Source: an optimization exercise on an open RTL-to-GDS flow (aim: small area, a short achievable clock period and few clock cycles per item). Production flows keep margins and buffers that such runs may drop.
RTL that was checked went through simulation tests only; none was proved equivalent to the original.
Only the layout flow was run in runs 2 to 5; the RTL was not checked for function there.
No driver is modelled on the clock port, so clocking that relies on it looks cheaper here than on a real chip.
Power and IR drop assume default switching activity.

## flow/design.v (module list and top-level ports; edited modules follow where they fit)
// module Convolution: 2121 lines
// module fa: 6 lines
// module wsel: 7 lines
// module cpa: 24 lines
module Convolution(clk, rst_n, in_valid, weight_valid,
  In_IFM_1, In_IFM_2, In_IFM_3, In_IFM_4, In_IFM_5, In_IFM_6, In_IFM_7, In_IFM_8, In_IFM_9,
  In_Weight_1, In_Weight_2, In_Weight_3, In_Weight_4, In_Weight_5, In_Weight_6, In_Weight_7, In_Weight_8, In_Weight_9,
  out_valid, Out_OFM);
  // ...
==> flow/flow/run.sh <==
#!/bin/bash
# Own flow: the standard ORFS flow (standard synthesis, same steps), with
#  - port buffers of a plain small buffer cell (every input and output port still gets one),
#  - a tighter setup-slack target for the resizer's timing repair.
# Each tool's full output goes to flow_*.log in this folder; ORFS's own per-step logs stay
# under orfs/logs/.
set -euo pipefail
MARGIN=$(cat flow/margin.txt 2>/dev/null || echo 5.4)
export BUFFER_PORTS_ARGS="-buffer_cell sky130_fd_sc_hd__buf_1"
bash standard.sh SETUP_SLACK_MARGIN=$MARGIN finish > flow_orfs.log 2>&1
==> flow/flow/margin.txt <==
5.2
==> flow/standard.sh <==
#!/bin/bash
# synth_recipe.tcl (not shown) runs the flow's synth.tcl, then flattens the netlist and writes it again
# the make line also repeats each setting of config.mk as NAME=value (left out here)
make -C /OpenROAD-flow-scripts/flow DESIGN_CONFIG=/design/flow/config.mk WORK_HOME=/design/flow/orfs CLKGATE_MAP_FILE= SYNTH_SCRIPT=/design/flow/synth_recipe.tcl "${@:-finish}"
==> flow/config.mk <==
export PLATFORM = sky130hd
export DESIGN_NAME = Convolution
export DESIGN_NICKNAME = Convolution
export VERILOG_FILES = /design/flow/design.v
export SDC_FILE = /design/flow/constraint.sdc
export NUM_CORES = 8
export LEC_CHECK = 0
export ABC_CLOCK_PERIOD_IN_PS = 2000
export CAP_MARGIN = 20
export CORE_MARGIN = 2
export CORE_UTILIZATION = 60
export PLACE_DENSITY = 0.7
export SLEW_MARGIN = 20
export SYNTH_HIERARCHICAL = 1
==> flow/constraint.sdc <==
create_clock -name core_clock -period 8.0 [get_ports {clk}]
set_input_delay 1.6000 -clock core_clock [delete_from_list [all_inputs] [get_ports {clk}]]
set_output_delay 1.6000 -clock core_clock [all_outputs]
set_load 0.01 [all_outputs]
==> reports/metrics.yaml, run 1 <==
cells_and_area:
  multi_input_comb_area_um2: 15000
  num_antenna_cells: 0
  largest_cell_class: "multi-input combinational cells"
  largest_register_ffs: 20
  final_cell_mix: "nand2_1, fa_1, dfxtp_1, buf_1, dfxtp_2"
  final.signal_buffer_count: 169
  layout.clock_buffers: 49
  final_common_cell: "nand2_1"
detailed_routing:
  via_density: 5.61
  routed-via-count: 13500
  met2_length_um: 28000
  detailedRoute.firstPassIterationCount: 5
synth:
  synth.distinct_cells: 28
  synth_area_per_cell_um2: 13.1
  synth_mux_area_frac: 0.0458
  yosys.area.top_type: "fa_1"
  synth.yosys.warnings: 7
power_and_ir_drop:
  power_share_of_the_sequential_group: 0.268
  leak_pwr_nw: 9.00
  worst_ir_drop_vdd_mv: 0.617
  power.share.switching: 0.420
sta:
  rsz0062_at_grt: "true"
  setup-violations-final: 0
worst_hold_path:
  holdPathEnd: "k2_1228$_DFF_P_"
  worst_hold_path_type: "reg2reg"
global_routing:
  use_met1: 0.423
  groute.layer.met3.usage: 0.0576
  gr-total-overflow: 0
  first_pass_grt_wire_length_um: 93300
  antenna_found_initial: 0
clock_network:
  clkLatencyLatePin_ns: 0.57
  clock-root-buffer: "clkbuf_16"
die:
  floorplan.initialDensity: 0.610
setup_path:
  r2r_end: "k2_1238$_DFF_P_"
  r2r_cells: 5
  crit_path_frequent_cell: "fa_1"
  path_depth: 5
  register_to_register_setup_slack_ns: 5.21
  critical-path-max-stage-delay_ns: 0.51
  critical_path_required_ns: 8.43
run_status:
  result_of_the_run: "complete, no violations"
Testbench counts, summed over its fixed seeds: cycles 824, items 800.
==> module cpa, before the edit <==
module cpa(a, b, s);
parameter N = 16;
input [N-1:0] a, b;
output [N-1:0] s;
parameter LV = 4;   
wire [(LV+1)*N-1:0] g, p;
assign g[N-1:0] = ~a & ~b;
assign p[N-1:0] = a ^ b;
genvar l, i;
generate
  for (l = 0; l < LV; l = l + 1) begin : lvl
    for (i = 0; i < N; i = i + 1) begin : bt
      if (i >= (1 << l)) begin : op
        assign g[(l+1)*N+i] = g[l*N+i] | (p[l*N+i] & g[l*N+i-(1<<l)]);
        assign p[(l+1)*N+i] = p[l*N+i] & p[l*N+i-(1<<l)];
      end else begin : pass
        assign g[(l+1)*N+i] = g[l*N+i];
        assign p[(l+1)*N+i] = p[l*N+i];
      end
    end
  end
endgenerate
assign s = p[N-1:0] ^ {g[LV*N+N-2:LV*N], 1'b0};
endmodule
==> run 2: changes to the inputs <==
--- a/flow/design.v
+++ b/flow/design.v
@@ -2109,17 +2109,17 @@
   k2_1259 <= c1214;
   k2_1260 <= c1216;
   k2_1261 <= c1218;
   k2_1262 <= c1226;
 end
 wire [12:0] fa_a = {1'b1,c1284,s1283,k2_1259,k2_1256,s1279,s1277,s1275,s1273,s1271,s1269,s1267,c1264};
 wire [12:0] fa_b = {1'b1,1'b1,c1282,s1281,c1280,c1278,c1276,c1274,c1272,c1270,c1268,c1266,s1265};
 wire [12:0] hi;
-cpa #(.N(13), .LV(4)) u_cpa(.a(fa_a), .b(fa_b), .s(hi));
+cpa #(.N(13)) u_cpa(.a(fa_a), .b(fa_b), .s(hi));
 reg [19:0] ofm;
 always @(posedge clk) ofm <= {hi, ~{s1263,k2_1232,k2_1231,k2_1230,k2_1229,k2_1228,k2_1227}};
 assign Out_OFM = {1'd0, ofm};
 endmodule
 module fa(a, b, c, s, co);
 input a, b, c;
 output s, co;
 assign s = a ^ b ^ c;
@@ -2131,17 +2131,17 @@
 input [N-1:0] a, b;
 output [N-1:0] y;
 assign y = s ? a : b;
 endmodule
 module cpa(a, b, s);
 parameter N = 16;
 input [N-1:0] a, b;
 output [N-1:0] s;
-parameter LV = 4;   
+localparam LV = $clog2(N);
 wire [(LV+1)*N-1:0] g, p;
 assign g[N-1:0] = ~a & ~b;
 assign p[N-1:0] = a ^ b;
 genvar l, i;
 generate
   for (l = 0; l < LV; l = l + 1) begin : lvl
     for (i = 0; i < N; i = i + 1) begin : bt
       if (i >= (1 << l)) begin : op
==> flow/flow/run.sh (replaced) <==
#!/bin/bash
# Own flow: the standard ORFS flow (standard synthesis, same steps and scripts), with
#  - port buffers of a plain small buffer cell (every input and output port still gets one),
#  - a tighter setup-slack target for the resizer's timing repair (flow/margin.txt),
#  - optionally (flow/post_cts.tcl) a step after clock-tree synthesis that sizes down cells
#    that are faster than needed, keeping the same setup-slack target.
# Each tool's full output goes to flow_orfs.log in this folder; ORFS's per-step logs stay
# under orfs/logs/.
set -euo pipefail
MARGIN=$(cat flow/margin.txt 2>/dev/null || echo 5.0)
export BUFFER_PORTS_ARGS="-buffer_cell sky130_fd_sc_hd__buf_1"
if [[ -f flow/post_cts.tcl ]]; then
  export POST_CTS_TCL=$PWD/flow/post_cts.tcl
fi
export OWN_MARGIN=$MARGIN
bash standard.sh SETUP_SLACK_MARGIN=$MARGIN finish > flow_orfs.log 2>&1
--- a/flow/config.mk
+++ b/flow/config.mk
@@ -4,11 +4,13 @@
 export VERILOG_FILES = /design/flow/design.v
 export SDC_FILE = /design/flow/constraint.sdc
 export NUM_CORES = 8
 export LEC_CHECK = 0
 export ABC_CLOCK_PERIOD_IN_PS = 2000
 export CAP_MARGIN = 20
 export CORE_MARGIN = 2
 export CORE_UTILIZATION = 60
+export CTS_CLUSTER_DIAMETER = 100
+export CTS_CLUSTER_SIZE = 30
 export PLACE_DENSITY = 0.7
 export SLEW_MARGIN = 20
 export SYNTH_HIERARCHICAL = 1
==> reports/metrics.yaml, run 2 <==
setup_path:
  critical-path-max-stage-delay_ns: 0.51  # about the same
  critical_path.slowest_cell: "fa_1"
  critical_path.endpoint: "k2_1238$_DFF_P_"
  crit_path_cell_trace: "fa_2 > fa_1 > fa_1 > fa_1 > fa_1"
  critical_path_required_ns: 8.40  # -0.03 ns
  worst_setup_path_startpoint: "k1_916$_DFF_P_"
  r2r_end: "k2_1238$_DFF_P_"
  register_to_register_setup_slack_ns: 5.17  # -0.04 ns
  path_class: "reg2reg"
  cp_data_arrival_time_ns: 3.23
  worstSetupEndpointType: "flip-flop"
  r2r_cells: 5  # unchanged
  crit_path_max_fanout: 1
  worst_setup_path_start_kind: "flip-flop"
  r2r-start: "k1_916$_DFF_P_"
  crit_path_frequent_cell: "fa_1"
detailed_routing:
  initialDrtViolationCount: 1313
  avgRoutedWirePerCell_um: 24.7
  wirelength_um: 58500
  via_density: 5.61  # about the same
  post-route-drc-count: 0
  ant_nets: 0
  detailedRoute.firstPassIterationCount: 5  # unchanged
  routed-via-count: 13300  # -1.7%
cells_and_area:
  largest_register_ffs: 20  # unchanged
  drive_gt1_frac: 0.143
  registers.top_by_ff_count: "ofm"
  area.growth.synth_to_final_pct: 1.68
  finalNetCount: 2559
  final_cell_area_um2: 24000
  final_common_cell: "nand2_1"
  final_core_util: 0.620
  num_antenna_cells: 0  # unchanged
  finish.cell_count_without_fillers: 2365
  final_cell_mix: "nand2_1, fa_1, dfxtp_1, buf_1, dfxtp_2"
power_and_ir_drop:
  power-per-cell-area_nw_per_um2: 423
  leak_pwr_nw: 8.66  # -3.7%
  worst_ir_drop_vdd_mv: 0.660  # +6.9%
  finalPower_mw: 10.2
synth:
  synth_cells: 1799
  synth_area_per_cell_um2: 13.1  # unchanged
  mappedNetlistArea_um2: 23600
  synth.yosys.warnings: 7  # unchanged
  asyncSetResetFlopFracSynth: 0.0117
  synth_top_cells_by_area: "fa_1, dfxtp_1, nand2_1"
  synth_top_cell_area_share: 0.471
  synth.most_common_cell: "nand2_1"
  ffs_latches_synth: 342
  synth_edf_count: 0
  yosys.area.top_type: "fa_1"
  synth.distinct_cells: 28  # unchanged
  yosys_most_used_dff: "dfxtp_1"
  ys_seq_area_frac: 0.291
  netlist_top_cells_count: "nand2_1, fa_1, dfxtp_1"
sta:
  setup-tns-final_ns: 0
  layout_worst_path_cycle_share: 0.354
  max-slew-margin-rel: 0.583
  maxClockFrequency_mhz: 353
  slew_viol_final: 0
  clock_skew_ns: 0.0232
  final.min_clock_period_ns: 2.83
  timing_worst_slew_pin_value_ns: 0.626
  setup-violations-final: 0  # unchanged
  rsz0062_at_grt: "true"
  final_hold_viol_count: 0
  final_critical_path_setup_slack_ns: 5.17
  hold-worst-slack_ns: 0.342
global_routing:
  first_pass_grt_wire_length_um: 91800  # -1.6%
  grt_start_max_net_pins: 45
  groute.layer.met3.usage: 0.0479  # -0.00967
  grt_util_all_layers: 0.308
  antenna_found_initial: 0  # unchanged
  grt_pass1_vias: 14800
  use_met1: 0.425  # +0.00235
  grt_most_used_layer: "met2"
  gr-total-overflow: 0  # unchanged
  gr-usage-met2: 0.488
die:
  io-pin-count: 170
  die-area_um2: 41000
  die_height_um: 202
  die_w_um: 202
  floorplan.rows: 72
  floorplan.initialDensity: 0.610  # unchanged
  floorplan.core_area_um2: 38700
clock_network:
  cts.clk_slew.worst_paths_ns: 0.12
  clkLatencyLatePin_ns: 0.55  # -0.02 ns
  cts_tree: "yes"
  cts_sinks: 342
placed_design:
  port_buffers: 168
  dpl.cell_count: 2343
  dpl_worst_slack_ns: 4.60
  post-dp-hpwl_um: 50000
  place_congestion: 0.952
  dpl-instance-area_um2: 23200
run_status:
  result_of_the_run: "complete, no violations"
worst_hold_path:
  worst_hold_path_type: "reg2reg"
flow_run:
  cap_violations: 0
-- run 2: cell count changes in the layout (fill, tap and decap cells not counted), sizes merged --
| cell | change |
|---|---|
| clkbuf | -32 |
| clkinv | -8 |
| clkinvlp | -2 |
| bufinv | -1 |
-- run 2: worst min path at each step --
stage / start / endpoint / slack (ns) / cells after the start
2_1_floorplan: k1_879$_DFF_P_ / k2_1227$_DFF_P_ / 0.31 / 0
3_3_place_gp: k1_880$_DFF_P_ / k2_1228$_DFF_P_ / 0.31 / 0
3_5_place_dp: k1_879$_DFF_P_ / k2_1227$_DFF_P_ / 0.31 / 0
5_1_grt: k1_880$_DFF_P_ / k2_1228$_DFF_P_ / 0.35 / 0
6_report: k1_880$_DFF_P_ / k2_1228$_DFF_P_ / 0.34 / 0
-- run 2: layout make-up --
type | count | area (um^2)
flip-flops and latches | 342 | 7130
repair buffers | 169 | 646
multi-input cells | 1281 | 15000
well taps | 518 | 648
clock inverters | 5 | 56.3
inverters | 33 | 124
clock buffers | 17 | 425
fillers | 3078 | 14700
-- run 2: worst max-delay path: cells and delay by family (launching register included) --
family	cells	cell delay [ns]
adder cells (fa/ha/maj)	5	2.32
flip-flops	1	0.36
-- run 2: kinds of logic (layout without fill, tap and decap cells) --
kind of cell | count (synthesis) | in the layout | synth area share
xor+xnor | 12 | 12 | 0.00445
simple gates | 589 | 589 | 0.0951
flops | 342 | 342 | 0.291
buf+inv | 187 | 224 | 0.0785
compound gates | 27 | 27 | 0.00763
other cells | 2 | 13 | 0.000318
fa+ha+maj | 568 | 568 | 0.478
mux | 72 | 72 | 0.0458
-- run 2: Yosys stat by module (local to each module, per instance), a selection --
module | flops+latches | area [um^2] | times used
Convolution | 342 | 10700 | 1
fa | 0 | 20.0 | 555
-- run 2: metal layers --
metal / wire length (um) / part of all wire / up-vias
li1: - / - / 5426
met1: 22400 / 0.38 / 6959
met2: 27500 / 0.47 / 744
met3: 5180 / 0.089 / 138
met4: 3450 / 0.059 / 0
met5: 0 / 0 / -
-- run 2: report_power, final --
group          internal (mW)  switching (mW)  total (mW)
Sequential              2.46           0.452        2.91
Combinational           2.89            3.39        6.28
Clock                  0.401           0.575       0.977
==> run 3: changes to the inputs <==
==> flow/flow/post_cts.tcl (new file) <==
# After clock-tree synthesis and its timing repair: size down cells on paths with more
# setup slack than the target, then legalise the placement again.
estimate_parasitics -placement
repair_timing -recover_power 100 -setup_margin $::env(OWN_MARGIN) -verbose
detailed_placement
check_placement -verbose
--- a/flow/config.mk
+++ b/flow/config.mk
@@ -11,4 +11,2 @@
 export CORE_UTILIZATION = 60
-export CTS_CLUSTER_DIAMETER = 100
-export CTS_CLUSTER_SIZE = 30
 export PLACE_DENSITY = 0.7
==> reports/metrics.yaml, run 3 <==
cells_and_area:
  final_cell_mix: "nand2_1, fa_1, dfxtp_1, buf_1, dfxtp_2"
  area.growth.synth_to_final_pct: 3.51
  finalNetCount: 2581  # +0.86%
  final_common_cell: "nand2_1"
  final_core_util: 0.631  # +0.0111
  drive_gt1_frac: 0.132  # -0.0117
  num_antenna_cells: 0  # unchanged
  registers.top_by_ff_count: "ofm"
  largest_register_ffs: 20  # unchanged
clock_network:
  cts_tree: "yes"
  clkLatencyLatePin_ns: 0.57  # +0.02 ns
  cts.clk_slew.worst_paths_ns: 0.06  # -0.06 ns
  cts_sinks: 342  # unchanged
synth:
  asyncSetResetFlopFracSynth: 0.0117  # unchanged
  synth_edf_count: 0  # unchanged
  mappedNetlistArea_um2: 23600  # unchanged
  netlist_top_cells_count: "nand2_1, fa_1, dfxtp_1"
  ys_seq_area_frac: 0.291  # unchanged
  yosys_most_used_dff: "dfxtp_1"
  ffs_latches_synth: 342  # unchanged
  yosys.area.top_type: "fa_1"
  synth_cells: 1799  # unchanged
  synth_area_per_cell_um2: 13.1  # unchanged
  synth.yosys.warnings: 7  # unchanged
  synth_top_cell_area_share: 0.471  # unchanged
  synth.distinct_cells: 28  # unchanged
  synth_top_cells_by_area: "fa_1, dfxtp_1, nand2_1"
  synth.most_common_cell: "nand2_1"
worst_hold_path:
  worst_hold_path_type: "reg2reg"
detailed_routing:
  avgRoutedWirePerCell_um: 24.9  # +0.50%
  wirelength_um: 59800  # +2.3%
  ant_nets: 0  # unchanged
  detailedRoute.firstPassIterationCount: 7  # +2
  via_density: 5.63  # +0.30%
  post-route-drc-count: 0  # unchanged
  routed-via-count: 13500  # +2.1%
  initialDrtViolationCount: 1140  # -13%
die:
  floorplan.core_area_um2: 38700  # unchanged
  die_height_um: 202  # unchanged
  io-pin-count: 170  # unchanged
  floorplan.initialDensity: 0.610  # unchanged
  die_w_um: 202  # unchanged
  floorplan.rows: 72  # unchanged
  die-area_um2: 41000  # unchanged
sta:
  hold-worst-slack_ns: 0.326  # -0.0155 ns
  setup-violations-final: 0  # unchanged
  clock_skew_ns: 0.0189  # -0.00423 ns
  setup-tns-final_ns: 0  # unchanged
  layout_worst_path_cycle_share: 0.351  # -0.00254
  timing_worst_slew_pin_value_ns: 0.767  # +0.141 ns
  slew_viol_final: 0  # unchanged
  maxClockFrequency_mhz: 356  # +0.72%
  final_hold_viol_count: 0  # unchanged
  final.min_clock_period_ns: 2.81  # -0.0203 ns
  rsz0062_at_grt: "true"
  max-slew-margin-rel: 0.489  # -0.0942
global_routing:
  grt_util_all_layers: 0.316  # +0.00829
  gr-total-overflow: 0  # unchanged
  grt_start_max_net_pins: 45  # unchanged
  antenna_found_initial: 0  # unchanged
  first_pass_grt_wire_length_um: 93600  # +2.0%
  grt_pass1_vias: 15200  # +2.3%
setup_path:
  cp_data_arrival_time_ns: 3.23  # about the same
  worstPathBufferInverterCount: 0  # unchanged
  crit_path_max_fanout: 1  # unchanged
  cp_top_family: "adder cells"
  critical-path-max-stage-delay_ns: 0.51  # about the same
  crit_path_frequent_cell: "fa_1"
  critical_path.slowest_cell: "fa_1"
  crit_path_cell_trace: "fa_2 > fa_1 > fa_1 > fa_1 > fa_1"
  critical_path_required_ns: 8.42  # +0.02 ns
  path_class: "reg2reg"
  worstSetupEndpointType: "flip-flop"
  worst_setup_path_start_kind: "flip-flop"
power_and_ir_drop:
  power-per-cell-area_nw_per_um2: 443  # +4.5%
  worst_ir_drop_vdd_mv: 0.614  # -6.9%
  leak_pwr_nw: 8.71  # +0.54%
placed_design:
  place_congestion: 0.952  # unchanged
  post-dp-hpwl_um: 50000  # unchanged
  port_buffers: 168  # unchanged
run_status:
  result_of_the_run: "complete, no violations"
flow_run:
  cap_violations: 0  # unchanged
-- run 3: worst paths after layout --
kind                       slack, ns  cells past startpoint               end      startpoint
setup reg to reg                5.19                      5   k2_1238$_DFF_P_  k1_916$_DFF_P_
min in group asynchronous       0.85                      1  vld[3]$_DFF_PN0_           rst_n
hold reg to reg                 0.33                      0   k2_1228$_DFF_P_  k1_880$_DFF_P_
setup / recovery                5.19                      5   k2_1238$_DFF_P_  k1_916$_DFF_P_
hold / removal                  0.33                      0   k2_1228$_DFF_P_  k1_880$_DFF_P_
max in group asynchronous       6.97                      1  vld[0]$_DFF_PN0_           rst_n
-- run 3: cell type report --
| class | instances | area [um^2] |
|---|---|---|
| clock buffers | 49 | 1040 |
| clock inverters | 16 | 139 |
| fillers | 3104 | 14300 |
| inverters | 33 | 124 |
| multi-input cells | 1281 | 14700 |
| flip-flops and latches | 342 | 7120 |
| well taps | 518 | 648 |
| repair buffers | 169 | 643 |
-- run 3: modules after synthesis, one instance, submodules excluded, excerpt --
module       flops+latches  cells  cell area, um^2
Convolution            342   1072            10700
fa                       0      1             20.0
-- run 3: cell families after synthesis --
logic type,synth area share
buffers and inverters,0.0785
multiplexers,0.0458
XOR/XNOR,0.00445
AO/OA/AOI/OAI,0.00763
AND/OR/NAND/NOR,0.0951
adder cells (fa/ha/maj),0.478
other,0.000318
flip-flops,0.291
-- run 3: per-layer routing --
| metal | share of wire | vias up | GRT usage | wire [um] |
|---|---|---|---|---|
| met3 | 0.093 | 159 | 0.0576 | 5540 |
| li1 | - | 5506 | - | - |
| met2 | 0.47 | 810 | 0.489 | 27900 |
| met5 | 0 | - | 0 | 0 |
| met1 | 0.38 | 7074 | 0.425 | 22500 |
| met4 | 0.065 | 0 | 0.182 | 3860 |
-- run 3: power by group --
part | internal (mW) | total [mW] | switching (mW)
Clock | 0.956 | 1.69 | 0.732
Combinational | 2.85 | 6.22 | 3.37
Sequential | 2.46 | 2.91 | 0.450
Total | 6.27 | 10.8 | 4.55
-- run 3: per-stage QoR --
| step | total power [mW] | instance area [um^2] | setup WS (ns) | std cells |
|---|---|---|---|---|
| 3_3_place_gp | 9.01 | 23200 | 4.64 | 2343 |
| 6_report | 10.8 | 24500 | 5.19 | 2408 |
| 2_1_floorplan | 6.97 | 23700 | 5.32 | 1810 |
| 5_1_grt | 11.9 | 24500 | 5.13 | 2408 |
| 3_5_place_dp | 9.23 | 23200 | 4.60 | 2343 |
==> run 4: changes to the inputs <==
--- a/flow/config.mk
+++ b/flow/config.mk
@@ -11,2 +11,4 @@
 export CORE_UTILIZATION = 60
+export CTS_CLUSTER_DIAMETER = 100
+export CTS_CLUSTER_SIZE = 30
 export PLACE_DENSITY = 0.7
==> reports/metrics.yaml, run 4 <==
die:
  floorplan.core_area_um2: 38700  # unchanged
  die-area_um2: 41000  # unchanged
  floorplan.initialDensity: 0.610  # unchanged
  die_height_um: 202  # unchanged
  io-pin-count: 170  # unchanged
  floorplan.rows: 72  # unchanged
  die_w_um: 202  # unchanged
placed_design:
  place_congestion: 0.952  # unchanged
  port_buffers: 168  # unchanged
  dpl-instance-area_um2: 23200  # unchanged
  dpl.cell_count: 2343  # unchanged
  post-dp-hpwl_um: 50000  # unchanged
clock_network:
  cts_sinks: 342  # unchanged
  clkLatencyLatePin_ns: 0.55  # -0.02 ns
  cts_tree: "yes"
  cts.clk_slew.worst_paths_ns: 0.12  # +0.06 ns
sta:
  layout_worst_path_cycle_share: 0.354  # +0.00245
  rsz0062_at_grt: "true"
  slew_viol_final: 0  # unchanged
  final_hold_viol_count: 0  # unchanged
  timing_worst_slew_pin_value_ns: 0.785  # +0.0183 ns
  setup-violations-final: 0  # unchanged
  maxClockFrequency_mhz: 353  # -0.69%
  final.min_clock_period_ns: 2.83  # +0.0196 ns
  setup-tns-final_ns: 0  # unchanged
  max-slew-margin-rel: 0.477  # -0.0122
  clock_skew_ns: 0.0263  # +0.00733 ns
cells_and_area:
  registers.top_by_ff_count: "ofm"
  largest_register_ffs: 20  # unchanged
  area.growth.synth_to_final_pct: 0.466
  final_core_util: 0.613  # -0.0186
  num_antenna_cells: 0  # unchanged
  finish.cell_count_without_fillers: 2365  # -1.8%
  final.fill_count: 3159  # +1.8%
  final_cell_area_um2: 23700  # -2.9%
  finalNetCount: 2559  # -0.85%
  drive_gt1_frac: 0.113  # -0.0186
  multi_input_comb_area_um2: 14700  # about the same
  final_common_cell: "nand2_1"
  final_cell_mix: "nand2_1, fa_1, dfxtp_1, buf_1, dfxtp_2"
  final-seq-area_um2: 7110  # -0.25%
synth:
  asyncSetResetFlopFracSynth: 0.0117  # unchanged
  synth_cells: 1799  # unchanged
  synth_top_cell_area_share: 0.471  # unchanged
  netlist_top_cells_count: "nand2_1, fa_1, dfxtp_1"
  synth.distinct_cells: 28  # unchanged
  mappedNetlistArea_um2: 23600  # unchanged
  ys_seq_area_frac: 0.291  # unchanged
  ffs_latches_synth: 342  # unchanged
  synth_area_per_cell_um2: 13.1  # unchanged
  synth.yosys.warnings: 7  # unchanged
  synth.most_common_cell: "nand2_1"
  yosys.area.top_type: "fa_1"
  synth_top_cells_by_area: "fa_1, dfxtp_1, nand2_1"
  yosys_most_used_dff: "dfxtp_1"
  synth_edf_count: 0  # unchanged
setup_path:
  register_to_register_setup_slack_ns: 5.17  # -0.02 ns
  worst_setup_path_start_kind: "flip-flop"
  critical-path-max-stage-delay_ns: 0.51  # about the same
  worstSetupEndpointType: "flip-flop"
  crit_path_max_fanout: 1  # unchanged
  cp_data_arrival_time_ns: 3.22  # about the same
  path_class: "reg2reg"
  r2r_cells: 5  # unchanged
  critical_path_required_ns: 8.39  # -0.03 ns
  r2r-start: "k1_916$_DFF_P_"
  crit_path_frequent_cell: "fa_1"
  crit_path_cell_trace: "fa_2 > fa_1 > fa_1 > fa_1 > fa_1"
  critical_path.slowest_cell: "fa_1"
  r2r_end: "k2_1238$_DFF_P_"
worst_hold_path:
  timing.hold.worst_path_depth: 0  # unchanged
  min-delay-start: "k1_880$_DFF_P_"
  holdPathEnd: "k2_1228$_DFF_P_"
  worst_hold_path_type: "reg2reg"
global_routing:
  antenna_found_initial: 0  # unchanged
  grt_pass1_vias: 14900  # -2.0%
  grt_start_max_net_pins: 45  # unchanged
  first_pass_grt_wire_length_um: 92100  # -1.5%
  gr-total-overflow: 0  # unchanged
  grt_util_all_layers: 0.309  # -0.00743
detailed_routing:
  detailedRoute.firstPassIterationCount: 7  # unchanged
  ant_nets: 0  # unchanged
  wirelength_um: 58700  # -2.0%
  initialDrtViolationCount: 1213  # +6.4%
  via_density: 5.64  # +0.19%
  post-route-drc-count: 0  # unchanged
  routed-via-count: 13300  # -1.6%
  avgRoutedWirePerCell_um: 24.8  # -0.17%
power_and_ir_drop:
  power-per-cell-area_nw_per_um2: 427  # -3.6%
  leak_pwr_nw: 8.36  # -4.0%
  worst_ir_drop_vdd_mv: 0.662  # +7.8%
run_status:
  result_of_the_run: "complete, no violations"
flow_run:
  cap_violations: 0  # unchanged
-- run 4: changes by cell type in the layout (fill, tap and decap cells not counted), moves of 2 or more --
cell / change
fa_2: -5
inv_6: -2
clkbuf_8: -5
dfxtp_4: -7
clkbuf_1: -6
fa_1: +5
clkbuf_16: -21
dfxtp_2: +7
clkinv_2: -7
clkinvlp_4: -2
-- run 4: per-stage QoR --
stage | setup WS (ns) | power, mW | hold slack (ns)
floorplan | 5.32 | 6.97 | 0.310
global placement | 4.64 | 9.01 | 0.314
detailed placement | 4.60 | 9.23 | 0.313
global route | 5.14 | 11.2 | 0.347
finish | 5.17 | 10.1 | 0.342
-- run 4: worst max-delay path: cells and delay by family (launching register included) --
kind       cells  cell delay [ns]
flops          1             0.36
fa+ha+maj      5             2.32
-- run 4: modules after synthesis (local to each module, per instance), a selection --
| module | cell area (um^2) | times used | cells inside | flip-flops and latches |
|---|---|---|---|---|
| fa | 20.0 | 555 | 1 | 0 |
| Convolution | 10700 | 1 | 1072 | 342 |
-- run 4: power breakdown --
group / total (mW) / switching (mW) / internal (mW)
Sequential: 2.91 / 0.450 / 2.46
Combinational: 6.23 / 3.38 / 2.86
Clock: 0.980 / 0.579 / 0.401
-- run 4: area by class of cell --
cell class | count | share of cell area
Multi-Input combinational cell | 1281 | 0.621
Sequential cell | 342 | 0.299
Tap cell | 518 | 0.0273
Timing Repair Buffer | 169 | 0.0271
Clock buffer | 17 | 0.0179
Inverter | 33 | 0.00522
Clock inverter | 5 | 0.00237
-- run 4: kinds of logic after synthesis --
| kind of cell | share of synthesized area |
|---|---|
| AO/OA/AOI/OAI | 0.00763 |
| XOR/XNOR | 0.00445 |
| adder cells (fa/ha/maj) | 0.478 |
| buffers and inverters | 0.0785 |
| flip-flops | 0.291 |
| multiplexers | 0.0458 |
| other | 0.000318 |
| AND/OR/NAND/NOR | 0.0951 |
-- run 4: worst max path at each step --
stage | slack, ns | endpoint | depth (start not counted) | startpoint
2_1_floorplan | 5.32 | k2_1249$_DFF_P_ | 5 | k1_961$_DFF_P_
3_3_place_gp | 4.64 | w8[0]$_DFF_P_ | 3 | weight_valid
3_5_place_dp | 4.60 | w7[1]$_DFF_P_ | 3 | weight_valid
5_1_grt | 5.14 | k1_895$_DFF_P_ | 5 | w7[2]$_DFF_P_
6_report | 5.17 | k2_1238$_DFF_P_ | 5 | k1_916$_DFF_P_
-- run 4: per-layer routing --
layer / share of wire / up-vias / routed length [um] / global-route usage
met4: 0.057 / 0 / 3360 / 0.139
met2: 0.47 / 746 / 27700 / 0.489
met1: 0.38 / 7029 / 22500 / 0.428
li1: - / 5433 / - / -
met3: 0.087 / 125 / 5110 / 0.0476
met5: 0 / - / 0 / 0
==> run 5: changes to the inputs <==
--- a/flow/config.mk
+++ b/flow/config.mk
@@ -11,3 +11,3 @@
 export CORE_UTILIZATION = 60
-export CTS_CLUSTER_DIAMETER = 100
+export CTS_CLUSTER_DIAMETER = 50
 export CTS_CLUSTER_SIZE = 30
==> reports/metrics.yaml, run 5 <==
run_status:
  result_of_the_run: "complete, no violations"
clock_network:
  clkLatencyLatePin_ns: 0.58  # +0.03 ns
  cts_tree: "yes"
  cts.clk_slew.worst_paths_ns: 0.08  # -0.04 ns
  cts_sinks: 342  # unchanged
worst_hold_path:
  timing.hold.worst_path_depth: 0  # unchanged
  worst_hold_path_type: "reg2reg"
synth:
  yosys.area.top_type: "fa_1"
  ffs_latches_synth: 342  # unchanged
  ys_seq_area_frac: 0.291  # unchanged
  netlist_top_cells_count: "nand2_1, fa_1, dfxtp_1"
  synth_edf_count: 0  # unchanged
  synth.distinct_cells: 28  # unchanged
  synth_top_cell_area_share: 0.471  # unchanged
  synth_top_cells_by_area: "fa_1, dfxtp_1, nand2_1"
  mappedNetlistArea_um2: 23600  # unchanged
  synth_cells: 1799  # unchanged
  synth.yosys.warnings: 7  # unchanged
  asyncSetResetFlopFracSynth: 0.0117  # unchanged
  yosys_most_used_dff: "dfxtp_1"
  synth_area_per_cell_um2: 13.1  # unchanged
  synth.most_common_cell: "nand2_1"
cells_and_area:
  num_antenna_cells: 0  # unchanged
  largest_register_ffs: 20  # unchanged
  final_common_cell: "nand2_1"
  registers.top_by_ff_count: "ofm"
  final_cell_area_um2: 24600  # +3.7%
  final_cell_mix: "nand2_1, fa_1, dfxtp_1, buf_1, dfxtp_2"
  area.growth.synth_to_final_pct: 4.19
  final.fill_count: 3059  # -3.2%
  drive_gt1_frac: 0.137  # +0.0240
  finalNetCount: 2578  # +0.74%
die:
  die_height_um: 202  # unchanged
  io-pin-count: 170  # unchanged
  floorplan.core_area_um2: 38700  # unchanged
  floorplan.rows: 72  # unchanged
  die-area_um2: 41000  # unchanged
  die_w_um: 202  # unchanged
  floorplan.initialDensity: 0.610  # unchanged
detailed_routing:
  wirelength_um: 59900  # +2.1%
  post-route-drc-count: 0  # unchanged
  detailedRoute.firstPassIterationCount: 6  # -1
  avgRoutedWirePerCell_um: 24.9  # +0.40%
  ant_nets: 0  # unchanged
  via_density: 5.63  # -0.19%
  routed-via-count: 13500  # +1.5%
  initialDrtViolationCount: 1146  # -5.5%
global_routing:
  grt_util_all_layers: 0.317  # +0.00866
  first_pass_grt_wire_length_um: 93900  # +1.9%
  antenna_found_initial: 0  # unchanged
  grt_pass1_vias: 15100  # +2.0%
  grt_start_max_net_pins: 45  # unchanged
  gr-total-overflow: 0  # unchanged
sta:
  maxClockFrequency_mhz: 354  # +0.16%
  slew_viol_final: 0  # unchanged
  max-slew-margin-rel: 0.488  # +0.0114
  clock_skew_ns: 0.0330  # +0.00676 ns
  timing_worst_slew_pin_value_ns: 0.768  # -0.0171 ns
  setup-violations-final: 0  # unchanged
  setup-tns-final_ns: 0  # unchanged
  rsz0062_at_grt: "true"
  final_hold_viol_count: 0  # unchanged
  layout_worst_path_cycle_share: 0.353  # -0.000557
  final.min_clock_period_ns: 2.83  # -0.00446 ns
placed_design:
  dpl-instance-area_um2: 23200  # unchanged
  place_congestion: 0.952  # unchanged
  port_buffers: 168  # unchanged
  post-dp-hpwl_um: 50000  # unchanged
setup_path:
  crit_path_cell_trace: "fa_2 > fa_1 > fa_1 > fa_1 > fa_1"
  cp_data_arrival_time_ns: 3.25  # +0.03 ns
  worstSetupEndpointType: "flip-flop"
  crit_path_frequent_cell: "fa_1"
  critical-path-max-stage-delay_ns: 0.51  # about the same
  r2r_cells: 5  # unchanged
  critical_path_required_ns: 8.42  # +0.03 ns
  crit_path_max_fanout: 1  # unchanged
  worst_setup_path_start_kind: "flip-flop"
  path_class: "reg2reg"
  critical_path.slowest_cell: "fa_1"
power_and_ir_drop:
  cellInternalPower_mw: 6.22  # +8.9%
  power.switching_mw: 4.67  # +5.9%
  power.share.switching: 0.429  # -0.00691
  power_share_of_the_sequential_group: 0.267  # -0.020
  worst_ir_drop_vdd_mv: 0.672  # +1.4%
  power-per-cell-area_nw_per_um2: 443  # +3.8%
  finalPower_mw: 10.9  # +7.6%
  power.share.combinational: 0.573  # -0.043
  p_clk_frac: 0.160  # +0.063
  leak_pwr_nw: 8.75  # +4.6%
flow_run:
  cap_violations: 0  # unchanged
## run 5: cell count changes in the layout (fill, tap and decap cells not counted), sizes merged
cell    change
inv        +10
clkbuf     +22
clkinv      +9
## run 5: layout make-up
cell class	instances	area [um^2]	area share
clock buffer	39	932	0.0379
multi-input combinational	1281	14800	0.599
sequential	342	7210	0.293
inverter	33	124	0.00503
timing repair buffer	169	643	0.0261
clock inverter	24	302	0.0123
tap	518	648	0.0263
## run 5: path summary, 6_finish.rpt
path | start | to | slack (ns)
setup / recovery | k1_916$_DFF_P_ | k2_1238$_DFF_P_ | 5.17
hold / removal | k1_880$_DFF_P_ | k2_1228$_DFF_P_ | 0.33
setup reg to reg | k1_916$_DFF_P_ | k2_1238$_DFF_P_ | 5.17
hold reg to reg | k1_880$_DFF_P_ | k2_1228$_DFF_P_ | 0.33
max in group asynchronous | rst_n | vld[1]$_DFF_PN0_ | 6.97
min in group asynchronous | rst_n | vld[3]$_DFF_PN0_ | 0.85
## run 5: kinds of logic (layout without fill, tap and decap cells)
kind of cell,after synthesis,after routing,share of synthesized area
compound gates,27,27,0.00763
xor+xnor,12,12,0.00445
fa+ha+maj,568,568,0.478
buf+inv,187,265,0.0785
flops,342,342,0.291
mux,72,72,0.0458
other cells,2,13,0.000318
simple gates,589,589,0.0951
## run 5: Yosys stat by module, one instance, submodules excluded, excerpt
module,cells,times used,cell area (um^2),flops+latches
Convolution,1072,1,10700,342
fa,1,555,20.0,0
## run 5: metal layers
| layer | track usage | up-vias | part of all wire | wire length (um) |
|---|---|---|---|---|
| met5 | 0 | - | 0 | 0 |
| met1 | 0.426 | 7072 | 0.37 | 22200 |
| met2 | 0.485 | 773 | 0.46 | 27700 |
| met3 | 0.0672 | 170 | 0.096 | 5780 |
| met4 | 0.182 | 0 | 0.070 | 4200 |
| li1 | - | 5524 | - | - |
## run 5: per-stage QoR
step	util	hold slack (ns)	instances	setup slack, ns
floorplan	-	0.310	1810	5.32
global placement	0.599	0.314	2343	4.64
detailed placement	0.599	0.313	2343	4.60
global route	0.635	0.339	2406	5.12
finish	0.635	0.333	2406	5.17
## run 5: worst max-delay path: cells and delay by family (launching register included)
kind,cells,cell delay [ns]
DFF,1,0.34
adders and majority gates,5,2.34
## run 5: power by group through the flow
stage | sequential [mW] | combinational [mW] | clock (mW)
final | 2.91 | 6.25 | 1.74
after global routing | 2.97 | 7.16 | 1.84
after detailed placement | 2.93 | 6.30 | 0
after global placement | 2.91 | 6.09 | 0
after floorplan | 2.74 | 4.23 | 0

==> separate check: timing with driven ports <==
In the flow no input, the clock included, has a driving cell. The finished layouts below were timed again as built, in two steps. Step 1, drivers: a clkbuf_16 drives clk and a buf_2 each remaining input, both assumed. Step 2 adds t to the input delays and takes it off the output delays; t is the mean of the earliest and latest rising clock arrival at the registers after step 1. Input paths then give back, and output paths get back, about the clock's delay inside the block. Three values: ideal, step 1, step 2; two values: the first two.
| run | t (ns) | slack for setup (ns) | latest minus earliest clock arrival (ns) | cell pins on the clock port's net |
|---|---|---|---|---|
| run 1 | 0.621 | 5.205 / 5.205 / 4.806 | 0.017 / 0.017 | 1 |
| run 2 | 0.589 | 5.169 / 5.169 / 4.805 | 0.023 / 0.024 | 1 |
| run 3 | 0.619 | 5.189 / 5.189 / 4.767 | 0.019 / 0.019 | 1 |
| run 4 | 0.589 | 5.170 / 5.170 / 4.757 | 0.027 / 0.027 | 1 |
| run 5 | 0.623 | 5.174 / 5.174 / 4.779 | 0.034 / 0.033 | 1 |
After both steps setup and hold are still met in every run listed. For run 3, which loses most, drivers alone change the setup slack by 0.000 ns; drivers and shift together by -0.422 ns.
